This design comes from an exercise in tuning for small area on the open sky130 flow, not from production work.
Where RTL was checked, it was by simulation tests only, not by an equivalence proof against the original.
No activity file was given, so power comes from the tool's default toggle rates.

## ps2_top_level
module ps2_top_level(
    input logic clk, rst, psClk, data,
    output logic vs, hs,
    output logic[3:0] r, g, b
);
Size: about 340 cells after synthesis, about 59 flip-flops, about 18 I/O pins, roughly 2700 µm² of cells after synthesis.
==> module ps2, before the edit <==
module ps2(
    input  logic sysclk, rst,
    input  logic clk, data,
    output logic L, R, U, D      
);
logic[1:0] lo;
always_ff @(posedge sysclk) begin
    lo[1] <= ~rst & ((~lo[1] & lo[0]) | (~clk & (lo[1] | lo[0])));
    lo[0] <= ~rst & ~clk & (lo[1] | ~lo[0]);
end
wire first = ~lo[1] & ~lo[0] & ~clk;
wire fall  = lo[1] & ~lo[0];
logic[3:0] count;        
logic par;
logic fo;
wire c0  = ~(count[3] | count[2] | count[1] | count[0]);
wire c9  = count[3] & ~count[1] & count[0];
wire c10 = count[3] & count[1] & ~count[0];
wire c11 = count[3] & count[1] & count[0];
wire clrc = rst | (fall & c11);
wire[4:0] cc;
assign cc[0] = first;
genvar i;
for (i = 0; i < 4; i++) begin : g
    assign cc[i+1] = cc[i] & count[i];
    always_ff @(posedge sysclk) count[i] <= ~clrc & (count[i] ^ cc[i]);
end
always_ff @(posedge sysclk)
    if (first & ~c10) par <= ~c0 & (par ^ data);
logic[2:0] s;
logic e;             
logic[2:0] alt;      
always_comb
    case (count[2:0])
        3'd1: begin e = 1'b1;                        alt = 3'b110; end
        3'd2: begin e = 1'b0;                        alt = s[0] ? 3'b101 : 3'b000; end
        3'd3: begin e = s[1];                        alt = (s[1] & ~s[0]) ? 3'b100 : 3'b000; end
        3'd4: begin e = s[1] | s[0];                 alt = (~s[1] & s[0]) ? 3'b001 : 3'b000; end
        3'd5: begin e = s[2];                        alt = 3'b000; end
        3'd6: begin e = s[2] ? ~(s[1] | s[0]) : s[0]; alt = 3'b000; end
        default: begin e = s[2] & ~s[1] & ~s[0];     alt = 3'b000; end    
    endcase
always_ff @(posedge sysclk)
    if (first & ~c9 & ~c10) s <= c0 ? 3'b111 : (data == e) ? s : alt;
wire isU = s == 3'b111, isD = s == 3'b101, isL = s == 3'b110, isF = s == 3'b100;
wire isR = ~s[2] & s[0];
wire act = fall & c11 & par;
always_ff @(posedge sysclk)
    if (rst | act) begin
        U  <= ~rst & (U ? ~(fo & isU) : (~D & ~fo & isU));
        D  <= ~rst & (D ? ~(fo & isD) : (~U & ~fo & isD));
        L  <= ~rst & (L ? ~(fo & isL) : (~R & ~fo & isL));
        R  <= ~rst & (R ? ~(fo & isR) : (~L & ~fo & isR));
        fo <= ~rst & isF;
    end
endmodule
==> module Drawer, before the edit <==
module Drawer(
    input  logic clk,
    input  logic rst,
    input  logic en,
    input  logic[9:0] u,
    input  logic[8:0] v,
    input  logic[1:0] col,
    output logic[3:0] r, g, b
);
wire inx = u[9] & u[7] & u[6] & (~u[5] | (~u[4] & (~u[3] | ~(u[2] | u[1] | u[0]))));
wire iny = ~(v[8] | v[7] | v[6]) & (~v[5] | (~v[4] & (~v[3] | ~(v[2] | v[1] | v[0]))));
logic on;
always_ff @(posedge clk)
    on <= ~rst & inx & iny;
assign r = {4{on & ~col[1] & ~col[0]}};
assign g = {4{on & col[1]}};
assign b = {4{on & col[0]}};
endmodule
clock: 20.0 ns
lec_check: 0
cap_margin: 20
core_margin: 2
core_utilization: 40
cts_buf_list: sky130_fd_sc_hd__clkbuf_4
cts_cluster_diameter: 200
cts_cluster_size: 25
slew_margin: 20
standard.sh (not shown) runs the stock make flow with config.mk's settings and CLKGATE_MAP_FILE= SYNTH_SCRIPT=/design/flow/synth_recipe.tcl, a recipe that flattens the netlist after the stock synthesis.
==> flow/flow/run.sh <==
#!/bin/bash
# Layout flow: the standard flow (standard.sh), with these changes:
#  - synthesis maps the logic with area-oriented ABC scripts and lets ABC
#    map the adders too (no separate half-adder mapping).  A few ABC scripts
#    are tried and the one giving the smallest cell area is used.  The
#    registers are the standard synthesis's: dfflibmap makes them before ABC
#    runs, and ABC only maps the logic between them;
#  - the port buffers are sky130_fd_sc_hd__buf_1;
#  - clock tree synthesis uses clkbuf_4 and no dummy loads.
# Each step's full output goes to a log file in the work folder.
set -euo pipefail
W=$PWD
declare -A ABC
ABC[a]='&get -n\n&st\n&dch -f\n&nf -a\n&put\ntopo\n'
ABC[b]='&get -n\n&st\n&dch -f\n&nf -a -F 20 -A 20\n&put\ntopo\n'
ABC[c]='strash\ndc2\ndch -f\namap -m\ntopo\n'
ABC[d]='&get -n\n&st\n&dch\n&nf -a\n&put\ntopo\n'
best=""
best_area=""
for k in a b c d; do
  T="$W/try_$k"
  mkdir -p "$T"
  cp -r "$FLOW_HOME/scripts" "$T/scripts"
  printf "${ABC[$k]}" > "$T/scripts/abc_speed.script"
  if bash standard.sh WORK_HOME="$T/orfs" SCRIPTS_DIR="$T/scripts" ADDER_MAP_FILE= synth > "$W/flow_synth_try_$k.log" 2>&1; then
    a=$(awk '/Chip area for module/ {print $NF; exit}' "$T"/orfs/reports/*/ps2_top_level/base/synth_stat.txt)
    echo "ABC script $k: area $a" >> "$W/flow_choice.log"
    if [[ -n "$a" ]] && { [[ -z "$best_area" ]] || awk -v x="$a" -v y="$best_area" 'BEGIN{exit !(x < y)}'; }; then
      best=$k; best_area=$a
    fi
  fi
done
echo "chosen: $best ($best_area)" >> "$W/flow_choice.log"
bash standard.sh SCRIPTS_DIR="$W/try_$best/scripts" ADDER_MAP_FILE= synth > "$W/flow_synth.log" 2>&1
rm -rf "$W"/try_*/orfs
bash standard.sh BUFFER_PORTS_ARGS="-buffer_cell sky130_fd_sc_hd__buf_1" \
  CTS_ARGS="-sink_clustering_enable -repair_clock_nets -buf_list sky130_fd_sc_hd__clkbuf_4 -sink_clustering_size 25 -sink_clustering_max_diameter 200 -dont_use_dummy_load" \
  finish > "$W/flow_layout.log" 2>&1
The baseline produced a clean layout.
Change:
--- a/flow/design.v
+++ b/flow/design.v
@@ -56,19 +56,17 @@
 logic[1:0] lo;
 always_ff @(posedge sysclk) begin
-    lo[1] <= ~rst & ((~lo[1] & lo[0]) | (~clk & (lo[1] | lo[0])));
-    lo[0] <= ~rst & ~clk & (lo[1] | ~lo[0]);
-end
-wire first = ~lo[1] & ~lo[0] & ~clk;
-wire fall  = lo[1] & ~lo[0];
+    lo[1] <= ~(rst | clk) & (lo[1] | lo[0]);
+    lo[0] <= ~(rst | clk) & (lo[1] | ~lo[0]);
+end
+wire fall = lo[1] & ~lo[0];
 logic[3:0] count;        
 logic par;
 logic fo;
 wire c0  = ~(count[3] | count[2] | count[1] | count[0]);
-wire c9  = count[3] & ~count[1] & count[0];
-wire c10 = count[3] & count[1] & ~count[0];
-wire c11 = count[3] & count[1] & count[0];
-wire clrc = rst | (fall & c11);
+wire c10 = count[3] & count[1];
+wire c9  = count[3] & count[0];
+wire clrc = rst | (fall & c10);
 wire[4:0] cc;
-assign cc[0] = first;
+assign cc[0] = fall;
 genvar i;
 for (i = 0; i < 4; i++) begin : g
@@ -77,5 +75,5 @@
 end
 always_ff @(posedge sysclk)
-    if (first & ~c10) par <= ~c0 & (par ^ data);
+    if (fall) par <= ~c0 & (par ^ data);
 logic[2:0] s;
 logic e;             
@@ -85,5 +83,5 @@
         3'd1: begin e = 1'b1;                        alt = 3'b110; end
         3'd2: begin e = 1'b0;                        alt = s[0] ? 3'b101 : 3'b000; end
-        3'd3: begin e = s[1];                        alt = (s[1] & ~s[0]) ? 3'b100 : 3'b000; end
+        3'd3: begin e = s[1];                        alt = ~s[0] ? 3'b100 : 3'b000; end
         3'd4: begin e = s[1] | s[0];                 alt = (~s[1] & s[0]) ? 3'b001 : 3'b000; end
         3'd5: begin e = s[2];                        alt = 3'b000; end
@@ -92,8 +90,8 @@
     endcase
 always_ff @(posedge sysclk)
-    if (first & ~c9 & ~c10) s <= c0 ? 3'b111 : (data == e) ? s : alt;
+    if (fall & ~c9 & ~c10) s <= c0 ? 3'b111 : (data == e) ? s : alt;
 wire isU = s == 3'b111, isD = s == 3'b101, isL = s == 3'b110, isF = s == 3'b100;
 wire isR = ~s[2] & s[0];
-wire act = fall & c11 & par;
+wire act = fall & c10 & par;
 always_ff @(posedge sysclk)
     if (rst | act) begin
@@ -177,5 +175,5 @@
 logic on;
 always_ff @(posedge clk)
-    on <= ~rst & inx & iny;
+    if (rst | en) on <= ~rst & inx & iny;
 assign r = {4{on & ~col[1] & ~col[0]}};
 assign g = {4{on & col[1]}};
=> The changed run completed without violations. Sequential cell count is unchanged. Power is lower by 2.5%. Worst setup slack improved by 0.064 ns. Core utilization goes up by 0.13 points. Count of clock-buffer cells in the layout is unchanged. Via count decreases by 3.8%. Routed wire length shrinks by 1.2%. Hold slack improved by 0.017 ns. Final cell count drops by 7.3%. Synthesized area hardly moves. Final area went up by 0.30%.
For the second run of this note, only the layout was checked, not whether the RTL still works.

-- afterwards: timing with drivers on the ports --
No port has a modelled driver above. Below, the same layouts with a new extraction and two added sets of constraints. Step 1 (the two cells are an assumption about what drives the block):
set clk [get_ports {clk}]
set_driving_cell -lib_cell sky130_fd_sc_hd__clkbuf_16 $clk
set_driving_cell -lib_cell sky130_fd_sc_hd__buf_2 [delete_from_list [all_inputs] $clk]
Step 2, shift: input delay + t, output delay - t, t = (earliest + latest rising clock arrival at the registers) / 2. This alone moves slack from input paths to output paths. a / b / c = ideal / step 1 / step 2; a / b = the first two.
run | t, ns | slack for setup (ns) | worst setup path at the end
the first run | 0.419 | 13.915 / 13.915 / 13.496 | input to register
the second run | 0.410 | 13.979 / 13.953 / 14.228 | input to register
After both steps setup and hold are still met in every run listed. For the first run, which loses most, drivers alone change the setup slack by 0.000 ns; drivers and shift together by -0.419 ns.
